From an optimization exercise on the open Yosys and OpenROAD flow, aimed at small area; shortcuts taken in it are not production practice.
Function was checked by simulation only, so behaviour that the tests miss may differ from the original.

==> flow/design.v (outline; a module is shown in full before it is edited, if it fits) <==
// module Cordic: 1764 lines
module Cordic(input clk, input signed [15:0] Xin, input signed [15:0] Yin, output signed [15:0] norm, output signed [15:0] inclination);
  // ...
==> flow/flow/run.sh <==
#!/bin/bash
# Layout flow: the standard ORFS flow (same config.mk, same synth_recipe.tcl,
# same registers), except that
#  - flow/premap.py first maps the RTL's explicit full/half adders (wires fs/fc,
#    hs/hc) onto sky130 fa_1/ha_1 cells, so Yosys's adder extraction and its
#    generic "abc -fast" pass are not needed (ADDER_MAP_FILE empty,
#    SYNTH_ARGS=-noabc); ABC still maps all the other logic;
#  - the port buffers that ORFS puts on every input and output are buf_1.
# Each tool's output goes to a log file in this folder (and ORFS's own logs
# under orfs/logs).
set -euo pipefail
W=$(pwd)
python3 flow/premap.py design.v premapped.v > premap.log 2>&1
export SYNTH_ARGS=-noabc
export BUFFER_PORTS_ARGS="-buffer_cell sky130_fd_sc_hd__buf_1"
make -C "$FLOW_HOME" DESIGN_CONFIG="$W/config.mk" WORK_HOME="$W/orfs" CLKGATE_MAP_FILE= \
  SYNTH_SCRIPT="$W/synth_recipe.tcl" VERILOG_FILES="$W/premapped.v" ADDER_MAP_FILE= \
  finish > make.log 2>&1
R="$W/orfs/results/$FLOW_PLATFORM/Cordic/base"
: # left out here: write the final layout as DEF
==> flow/flow/premap.py <==
#!/usr/bin/env python3
"""Replace the full/half adders of the generated RTL (wires fs<n>/fc<n> and
hs<n>/hc<n> with the same operands) by sky130 fa_1/ha_1 cell instances, so that
synthesis keeps them as written.  Everything else, including every register, is
left as it is.  Usage: premap.py design.v out.v"""
import re, sys
src = open(sys.argv[1]).read()
pat = re.compile(r'^\s*wire\s+(f[sc]|h[sc])(\d+)\s*=\s*(.*?);\s*$', re.M)
fa_s, fa_c, ha_s, ha_c = {}, {}, {}, {}
for m in pat.finditer(src):
    kind, num, e = m.group(1), m.group(2), m.group(3)
    name = kind + num
    if kind == 'fs':
        ops = [x.strip() for x in e.split('^')]
        assert len(ops) == 3, e
        fa_s[tuple(sorted(ops))] = (name, ops)
    elif kind == 'fc':
        mm = re.match(r'\((\S+) & (\S+)\) \| \((\S+) & \((\S+) \^ (\S+)\)\)$', e)
        assert mm, e
        ops = [mm.group(1), mm.group(2), mm.group(3)]
        fa_c[tuple(sorted(ops))] = (name, ops)
    elif kind == 'hs':
        ops = [x.strip() for x in e.split('^')]
        ha_s[tuple(sorted(ops))] = (name, ops)
    else:
        ops = [x.strip() for x in e.split('&')]
        ha_c[tuple(sorted(ops))] = (name, ops)
mapped = set(); cells = []
k = 0
for key, (sn, ops) in fa_s.items():
    if key in fa_c:
        cn = fa_c[key][0]
        mapped |= {sn, cn}
        cells.append('  sky130_fd_sc_hd__fa_1 pfa%d (.A(%s), .B(%s), .CIN(%s), .SUM(%s), .COUT(%s));' % (k, ops[0], ops[1], ops[2], sn, cn))
        k += 1
for key, (sn, ops) in ha_s.items():
    if key in ha_c:
        cn = ha_c[key][0]
        mapped |= {sn, cn}
        cells.append('  sky130_fd_sc_hd__ha_1 pha%d (.A(%s), .B(%s), .SUM(%s), .COUT(%s));' % (k, ops[0], ops[1], sn, cn))
        k += 1
def repl(m):
    name = m.group(1) + m.group(2)
    if name in mapped: return '  wire %s;' % name
    return m.group(0)
out = pat.sub(repl, src)
out = out.replace('endmodule', '\n'.join(cells) + '\nendmodule', 1)
open(sys.argv[2], 'w').write(out)
print('premap: %d cells, %d wires' % (k, len(mapped)))
==> flow/standard.sh <==
#!/bin/bash
# synth_recipe.tcl (not shown) runs the flow's synth.tcl, then flattens the netlist and writes it again
# the make line also repeats each setting of config.mk as NAME=value (left out here)
make -C /OpenROAD-flow-scripts/flow DESIGN_CONFIG=/design/flow/config.mk WORK_HOME=/design/flow/orfs CLKGATE_MAP_FILE= SYNTH_SCRIPT=/design/flow/synth_recipe.tcl "${@:-finish}"
==> flow/config.mk <==
export PLATFORM = sky130hd
export DESIGN_NAME = Cordic
export DESIGN_NICKNAME = Cordic
export VERILOG_FILES = /design/flow/design.v
export SDC_FILE = /design/flow/constraint.sdc
export NUM_CORES = 4
export LEC_CHECK = 0
export CAP_MARGIN = 20
export CORE_MARGIN = 2
export CORE_UTILIZATION = 60
export CTS_BUF_LIST = sky130_fd_sc_hd__clkbuf_8
export CTS_CLUSTER_DIAMETER = 100
export CTS_CLUSTER_SIZE = 16
export PLACE_DENSITY = 0.75
export SLEW_MARGIN = 20
==> flow/constraint.sdc <==
create_clock -name core_clock -period 7.0 [get_ports {clk}]
set_input_delay 1.4000 -clock core_clock [delete_from_list [all_inputs] [get_ports {clk}]]
set_output_delay 1.4000 -clock core_clock [all_outputs]
set_load 0.01 [all_outputs]
==> metrics.md, run 1 <==
| Metric | Value |
|---|---|
| Status | `timing/DRC/antenna clean` |
| Maximum buffer depth of the clock tree | `3` |
| Die Width | `163 um` |
| Flop2flop setup slack | `0.40 ns` |
| Setup tns final | `0 ns` |
| Hold Path Depth | `0` |
| Initial antenna violation count | `0` |
| Setup crit end kind | `primary output` |
| Register Area | `6230 um2` |
| Global-route wire length before repair | `35.2 mm` |
| Critical Path RT | `5.60 ns` |
| Placed Area | `15700 um2` |
| Met3 routed WL | `625 um` |
| Most Frequent Cell on Critical Path | `fa_1` |
| RePlAce Congestion | `0.821` |
| ANT cells | `0` |
| Taps Inserted | `330` |
| Top-count cell post-synth | `dfxtp_1` |
| Synth Area in Adders | `0.386` |
| Signal buffers | `75` |
| DRT Pass-1 Iters | `4` |
| Largest net degree at the start of global routing | `17` |
| Max_cap viols | `0` |
| Hold Crit Endpoint | `r7_885` |
| Top Layer Used | `met4` |
| DP Wirelength | `17.0 mm` |
| Crit-path leading delay family | `adder cells` |
| Most common cell after layout, fill and taps aside | `dfxtp_1` |
| NonClk Buf Share | `0.0211` |
| Filler cells | `1891` |
| F_max | `0.149 GHz` |
| CTS tree | `done` |
| IO Count | `65` |
| Place WS | `-0.120 ns` |
| Initial core utilization | `0.606` |
| Final critical-path share of the clock period | `0.957` |
| Clk cell area share | `0.0209` |
==> run 2: changes to the inputs <==
--- a/flow/config.mk
+++ b/flow/config.mk
@@ -8,8 +8,7 @@
 export CAP_MARGIN = 20
 export CORE_MARGIN = 2
-export CORE_UTILIZATION = 60
+export CORE_UTILIZATION = 40
 export CTS_BUF_LIST = sky130_fd_sc_hd__clkbuf_8
 export CTS_CLUSTER_DIAMETER = 100
 export CTS_CLUSTER_SIZE = 16
-export PLACE_DENSITY = 0.75
 export SLEW_MARGIN = 20
==> metrics.md, run 2 <==
| Metric | Value |
|---|---|
| F_max | `0.150 GHz (was 0.149 GHz)` |
| Fin. max-slew vios | `0 (unchanged)` |
| Place WS | `-0.129 ns (was -0.120 ns)` |
| Total congestion overflow | `0 (unchanged)` |
| Crit path launch | `r9_16 (was r9_890)` |
| Global-route wire length before repair | `36.7 mm (was 35.2 mm)` |
| Syn Nets | `1427 (unchanged)` |
| Hold path startpoint | `r4_16 (was r6_885)` |
| Remaining DRCs | `0 (unchanged)` |
| Hold Path Class | `reg2reg (unchanged)` |
| Worst-path clk slew | `0.09 ns (was 0.10 ns)` |
| Die Width | `199 um (was 163 um)` |
| Ys flop type | `dfxtp_1 (unchanged)` |
| CTS tree | `done (unchanged)` |
| Ranking of synthesized cells by area | `dfxtp_1, fa_1, xor2_1 (unchanged)` |
| Synth Cell Area | `15200 um2 (unchanged)` |
| Reg2reg start | `r7_850 (unchanged)` |
| Vias/cell | `4.12 (was 4.67)` |
| Skew-Pair Late Insertion Delay | `0.55 ns (about the same)` |
| Placement Rows | `71 (was 58)` |
| Initial DRC count | `129 (was 191)` |
| Final hold slack | `0.327 ns (was 0.323 ns)` |
| Sequential share of the synthesized area | `0.410 (unchanged)` |
| Maximum buffer depth of the clock tree | `3 (unchanged)` |
| Setup crit end kind | `primary output (unchanged)` |
| Rel. slew slack | `0.528 (was 0.515)` |
| Fin crit period | `6.66 ns (was 6.70 ns)` |
| Die Span Y | `199 um (was 163 um)` |
| Core area | `37500 um2 (was 25000 um2)` |
| Clk_skew | `0.0146 ns (was 0.0126 ns)` |
| Top-count cell post-synth | `dfxtp_1 (unchanged)` |
| Nets | `1492 (was 1494)` |
| I/O Buffers | `63 (unchanged)` |
| Post-Route WL | `20.7 mm (was 20.1 mm)` |
| Initial core utilization | `0.405 (was 0.606)` |
| Final critical-path share of the clock period | `0.952 (was 0.957)` |
| Post-synthesis instance total | `1081 (unchanged)` |
| Drt wl/cell | `12.5 um (was 13.6 um)` |
| Flop2flop setup slack | `0.41 ns (was 0.40 ns)` |
| Final Worst Setup Slack | `0.339 ns (was 0.300 ns)` |
| Slew @ Worst Pin | `0.694 ns (was 0.712 ns)` |
| IO Count | `65 (unchanged)` |
| Max_cap viols | `0 (unchanged)` |
| Hold buffers post-CTS | `0 (unchanged)` |
| Largest net degree at the start of global routing | `17 (unchanged)` |
| ANT cells | `0 (unchanged)` |
| Critical path class | `reg2out (unchanged)` |
| Area share of the largest cell type after synthesis | `0.410 (unchanged)` |
| Async S/R FF share, synth | `0 (unchanged)` |
| Post-synth EDFFs | `0 (unchanged)` |
| Setup violations, final | `0 (unchanged)` |
| Commonest cells after routing, fill and taps aside | `dfxtp_1, fa_1, inv_1, xor2_1, xnor2_1 (unchanged)` |
| Critical Path End | `inclination[15] (unchanged)` |
| R2R cell count | `17 (unchanged)` |
| Setup tns final | `0 ns (unchanged)` |
| Total number of vias | `6824 (was 6896)` |
| End of the worst register-to-register path | `r8_1029 (unchanged)` |
| CTS Buf Count | `23 (unchanged)` |
| Hold Violations, Final | `0 (unchanged)` |
| H-tree levels | `1 (unchanged)` |
| Critical Path RT | `5.60 ns (about the same)` |
| Crit path DAT | `5.26 ns (was 5.30 ns)` |
| Share of cells above drive strength 1 | `0.0568 (was 0.0566)` |
| Synth cell types | `51 (unchanged)` |
| Register Area | `6230 um2 (about the same)` |
| Tot GR Track Use | `0.115 (was 0.167)` |
| Dominant cell type by area after synthesis | `dfxtp_1 (unchanged)` |
| Initial antenna violation count | `0 (unchanged)` |
| Top cells by count, synth | `dfxtp_1, fa_1, inv_1, xor2_1, xnor2_1 (unchanged)` |
| Die area | `39500 um2 (was 26600 um2)` |
| Filler cells | `3545 (was 1891)` |
| Yosys warning count | `1 (unchanged)` |
| CTS Sinks | `311 (unchanged)` |
| CTS root buf | `clkbuf_8 (unchanged)` |
| RePlAce Congestion | `0.785 (was 0.821)` |
| ANT nets after route | `0 (unchanged)` |
| Post-synthesis to final-layout area growth | `7.29% (was 5.84%)` |
| DP Wirelength | `17.5 mm (was 17.0 mm)` |
| Multi-input logic area | `8290 um2 (was 8280 um2)` |
| CP max FO | `3 (was 2)` |
| Vias in the first global route | `7853 (was 7687)` |
| Post-CTS setup buffers | `0 (unchanged)` |
| Startpoint types | `flip-flop (unchanged)` |
| Status | `timing/DRC/antenna clean (unchanged)` |
| Number of synthesized register bits | `311 (unchanged)` |
| Synth Area per Inst | `14.0 um2 (unchanged)` |
| DRT Pass-1 Iters | `4 (unchanged)` |
| Most common cell after layout, fill and taps aside | `dfxtp_1 (unchanged)` |
-- run 2: worst min path at each step --
stage / cells after the start / slack, ns / endpoint
after floorplan: 0 / 0.31 / r3_16
after global placement: 0 / 0.31 / r8_725
after detailed placement: 0 / 0.31 / r5_16
after CTS: 0 / 0.33 / r4_187
after global routing: 0 / 0.34 / r5_16
final: 0 / 0.33 / r5_16
-- run 2: worst max-delay path, cell delays in order, from the launching register on --
cell and delay, ns:
dfxtp_4 0.39, xor2_4 0.19, inv_1 0.11, fa_1 0.42
or3_1 0.42, fa_1 0.41, fa_1 0.45, nor2_2 0.16
fa_2 0.22, nand2b_1 0.07, fa_1 0.39, fa_2 0.38
nor2_1 0.11, ha_1 0.16, ha_1 0.14, inv_1 0.04
fa_1 0.36, xor2_1 0.14, clkbuf_2 0.15
-- run 2: cell type report --
cell class                      instances  area share
Multi-Input combinational cell        614       0.509
Sequential cell                       311       0.383
Tap cell                              511      0.0393
Inverter                              123      0.0284
Timing Repair Buffer                   73      0.0200
Clock buffer                           23      0.0194
Clock inverter                          1    0.000692
-- run 2: what timing repair did --
item,CTS,global route
gates cloned,0,0
pin swaps,0,1
resized for setup,1,10
endpoints found under the setup margin,1,2
-- run 2: per-layer routing --
metal,track usage,vias up,share of wire
li1,-,3380,-
met1,0.125,3339,0.39
met2,0.230,75,0.56
met3,0.0171,30,0.028
met4,0.0310,0,0.024
met5,0,-,0
-- run 2: through the flow --
step | cell area [um2] | cells | utilization
2_1_floorplan | 15200 | 1081 | -
3_3_place_gp | 15900 | 1632 | 0.425
3_5_place_dp | 15900 | 1632 | 0.425
4_1_cts | 16300 | 1656 | 0.434
5_1_grt | 16300 | 1656 | 0.434
6_report | 16300 | 1656 | 0.434
-- run 2: cells by family after synthesis --
group | after synthesis | share of synthesized area
other | 1 | 0.000247
DFF | 311 | 0.410
muxes | 4 | 0.00511
and+or+nand+nor | 67 | 0.0232
xor gates and xnor gates | 191 | 0.112
buffers and inverters | 156 | 0.0467
adders and majority gates | 319 | 0.386
AOI/OAI and AO/OA | 32 | 0.0162
==> run 3: changes to the inputs <==
--- a/flow/config.mk
+++ b/flow/config.mk
@@ -10,5 +10,5 @@
 export CORE_UTILIZATION = 40
 export CTS_BUF_LIST = sky130_fd_sc_hd__clkbuf_8
-export CTS_CLUSTER_DIAMETER = 100
-export CTS_CLUSTER_SIZE = 16
+export CTS_CLUSTER_DIAMETER = 60
+export CTS_CLUSTER_SIZE = 20
 export SLEW_MARGIN = 20
==> metrics.md, run 3 <==
| Metric | Value |
|---|---|
| Final Worst Setup Slack | `0.358 ns (was 0.339 ns)` |
| Setup violations, final | `0 (unchanged)` |
| Share of cells above drive strength 1 | `0.0706 (was 0.0568)` |
| Top-count cell post-synth | `dfxtp_1 (unchanged)` |
| Max_cap viols | `0 (unchanged)` |
| CP max FO | `3 (unchanged)` |
| Final critical-path share of the clock period | `0.949 (was 0.952)` |
| Yosys warning count | `1 (unchanged)` |
| Die area | `39500 um2 (unchanged)` |
| Post-synth EDFFs | `0 (unchanged)` |
| Hold Path Class | `reg2reg (unchanged)` |
| Clk_skew | `0.0217 ns (was 0.0146 ns)` |
| CTS root buf | `clkbuf_8 (unchanged)` |
| Tot GR Track Use | `0.116 (was 0.115)` |
| CTS Buf Count | `25 (was 23)` |
| Synth Cell Area | `15200 um2 (unchanged)` |
| Post-synthesis instance total | `1081 (unchanged)` |
| Commonest cells after routing, fill and taps aside | `dfxtp_1, fa_1, inv_1, xor2_1, xnor2_1 (unchanged)` |
| Status | `timing/DRC/antenna clean (unchanged)` |
| Initial DRC count | `126 (was 129)` |
| DRT Pass-1 Iters | `4 (unchanged)` |
| WL met1 | `7.94 mm (was 8.06 mm)` |
| Placement Rows | `71 (unchanged)` |
| CP peak stage delay | `0.42 ns (was 0.45 ns)` |
| Met3 routed WL | `551 um (was 574 um)` |
| CTS Sinks | `311 (unchanged)` |
| Most common cell after layout, fill and taps aside | `dfxtp_1 (unchanged)` |
| Setup crit end kind | `primary output (unchanged)` |
| I/O Buffers | `63 (unchanged)` |
| F_max | `0.151 GHz (was 0.150 GHz)` |
| H-tree levels | `1 (unchanged)` |
| DP Wirelength | `17.5 mm (unchanged)` |
| Async S/R FF share, synth | `0 (unchanged)` |
| Area share of the largest cell type after synthesis | `0.410 (unchanged)` |
| Drt wl/cell | `12.4 um (was 12.5 um)` |
| Total congestion overflow | `0 (unchanged)` |
| Post-CTS setup buffers | `0 (unchanged)` |
| Nets | `1494 (was 1492)` |
| Ranking of synthesized cells by area | `dfxtp_1, fa_1, xor2_1 (unchanged)` |
| Slowest cell on crit path | `fa_1 (unchanged)` |
| Skew-Pair Late Insertion Delay | `0.57 ns (was 0.55 ns)` |
| Critical path, cell by cell | `xor2_4 > inv_1 > fa_1 > or3_1 > fa_1 > fa_2 > nor2_2 > fa_2 > nand2b_1 > fa_1 > fa_2 > nor2_1 > ha_1 > ha_1 > inv_1 > fa_1 > xor2_1 > clkbuf_2 (was xor2_4 > inv_1 > fa_1 > or3_1 > fa_1 > fa_1 > nor2_2 > fa_2 > nand2b_1 > fa_1 > fa_2 > nor2_1 > ha_1 > ha_1 > inv_1 > fa_1 > xor2_1 > clkbuf_2)` |
| Number of synthesized register bits | `311 (unchanged)` |
| Core area | `37500 um2 (unchanged)` |
| Ys flop type | `dfxtp_1 (unchanged)` |
| Final Util | `0.440 (was 0.434)` |
| Rel. slew slack | `0.527 (was 0.528)` |
| Post-synthesis to final-layout area growth | `8.61% (was 7.29%)` |
| Synth cell types | `51 (unchanged)` |
| Place WS | `-0.129 ns (unchanged)` |
| Fin crit period | `6.64 ns (was 6.66 ns)` |
| Maximum buffer depth of the clock tree | `3 (unchanged)` |
| ANT cells | `0 (unchanged)` |
| Post-Route WL | `20.8 mm (was 20.7 mm)` |
| RePlAce Congestion | `0.785 (unchanged)` |
| Slew @ Worst Pin | `0.695 ns (was 0.694 ns)` |
| IO Count | `65 (unchanged)` |
| Top cells by count, synth | `dfxtp_1, fa_1, inv_1, xor2_1, xnor2_1 (unchanged)` |
| Filler cells | `3521 (was 3545)` |
| Crit path DAT | `5.24 ns (was 5.26 ns)` |
| Vias in the first global route | `7907 (was 7853)` |
| Syn Nets | `1427 (unchanged)` |
| Vias/cell | `4.10 (was 4.12)` |
| Remaining DRCs | `0 (unchanged)` |
| Most Frequent Cell on Critical Path | `fa_1 (unchanged)` |
| Top Layer Used | `met4 (unchanged)` |
| Critical Path RT | `5.60 ns (about the same)` |
| Sequential share of the synthesized area | `0.410 (unchanged)` |
| Largest net degree at the start of global routing | `21 (was 17)` |
| CTS tree | `done (unchanged)` |
| Die Width | `199 um (unchanged)` |
| Synth Area per Inst | `14.0 um2 (unchanged)` |
| Die Span Y | `199 um (unchanged)` |
| Fin. max-slew vios | `0 (unchanged)` |
| Critical path class | `reg2out (unchanged)` |
| Hold Violations, Final | `0 (unchanged)` |
| Initial core utilization | `0.405 (unchanged)` |
| Dominant cell type by area after synthesis | `dfxtp_1 (unchanged)` |
| Global-route wire length before repair | `36.9 mm (was 36.7 mm)` |
| Startpoint types | `flip-flop (unchanged)` |
| Initial antenna violation count | `0 (unchanged)` |
| ANT nets after route | `0 (unchanged)` |
| Metal2 WL | `11.7 mm (was 11.6 mm)` |
| Total number of vias | `6855 (was 6824)` |
| Worst-path clk slew | `0.11 ns (was 0.09 ns)` |
==> run 3: changes by cell type in the layout (fill, tap and decap cells not counted) <==
| cell | delta |
|---|---|
| clkinv_8 | +5 |
| clkbuf_8 | +3 |
| inv_6 | +3 |
| clkinvlp_4 | +2 |
| inv_8 | +2 |
| clkinv_2 | +1 |
| dfxtp_2 | -1 |
| dfxtp_4 | +1 |
| fa_1 | -1 |
| fa_2 | +1 |
| inv_1 | +1 |
==> run 3: critical path: cells and delay by family, from the launching register on <==
family	cells	cell delay, ns
AND/OR/NAND/NOR	4	0.75
XOR/XNOR	2	0.33
buffers and inverters	3	0.30
flip-flops	1	0.40
adder cells (fa/ha/maj)	9	2.88
==> run 3: what timing repair did <==
item,in CTS,in global routing
setup endpoints to repair,2,2
hold buffers,0,0
pin swaps,0,1
resized for setup,1,12
==> run 3: cells by family after synthesis <==
| group | share of synthesized area |
|---|---|
| AOI/OAI and AO/OA | 0.0162 |
| xor gates and xnor gates | 0.112 |
| adders and majority gates | 0.386 |
| buffers and inverters | 0.0467 |
| DFF | 0.410 |
| muxes | 0.00511 |
| other | 0.000247 |
| and+or+nand+nor | 0.0232 |
==> run 3: metal layers <==
layer / global-route usage / vias up
met4: 0.0357 / 0
met2: 0.232 / 77
met5: 0 / -
li1: - / 3405
met1: 0.124 / 3337
met3: 0.0170 / 36
==> run 3: cell type report <==
type | instances | area (um2) | share of cell area
inverter | 123 | 462 | 0.0280
clock buffer | 26 | 358 | 0.0217
timing repair buffer | 73 | 325 | 0.0197
multi-input combinational | 614 | 8300 | 0.503
sequential | 311 | 6240 | 0.378
clock inverter | 15 | 165 | 0.0100
tap | 511 | 639 | 0.0388
==> run 3: path summary, 6_finish.rpt <==
kind	slack [ns]	cells after the start	endpoint	start
max	0.36	18	inclination[15]	r9_16
min	0.31	0	r5_187	r4_187
max reg2reg	0.41	17	r8_1029	r7_850
min reg2reg	0.31	0	r5_187	r4_187
==> run 3: through the flow <==
step                      area, um2  hold WS [ns]  setup TNS, ns  cells
after detailed placement      15900         0.312         -0.275   1632
final                         16500         0.311              0   1673
after CTS                     16400         0.305              0   1673
after global routing          16500         0.309       -0.00186   1673
after floorplan               15200         0.310              0   1081
after global placement        15900         0.313         -0.132   1632

## afterwards: timing with drivers on the ports
The results above use ideal ports. As a check the final layouts listed here were re-extracted and re-timed, cells and wires unchanged. Step 1 sets driving cells, clkbuf_16 on the clock port and buf_2 on the other inputs (assumed; they add their load-dependent delay and slew). Step 2 also shifts input and output timing later by t, the mid clock arrival at the registers, as if the neighbouring blocks saw the same clock. Three values: ideal ports, drivers, drivers and shift; two values: the first two.
run | t, ns | setup slack, ns | cell pins on the clock port's net
run 1 | 0.590 | 0.300 / 0.256 / -0.110 | 1
run 2 | 0.591 | 0.339 / 0.291 / -0.125 | 1
run 3 | 0.610 | 0.358 / 0.309 / -0.145 | 1
Met with ideal ports but missed after step 2: setup timing in every run listed. The setup slack of run 3, which loses most, moves by -0.049 ns with the drivers and by -0.503 ns with both steps.
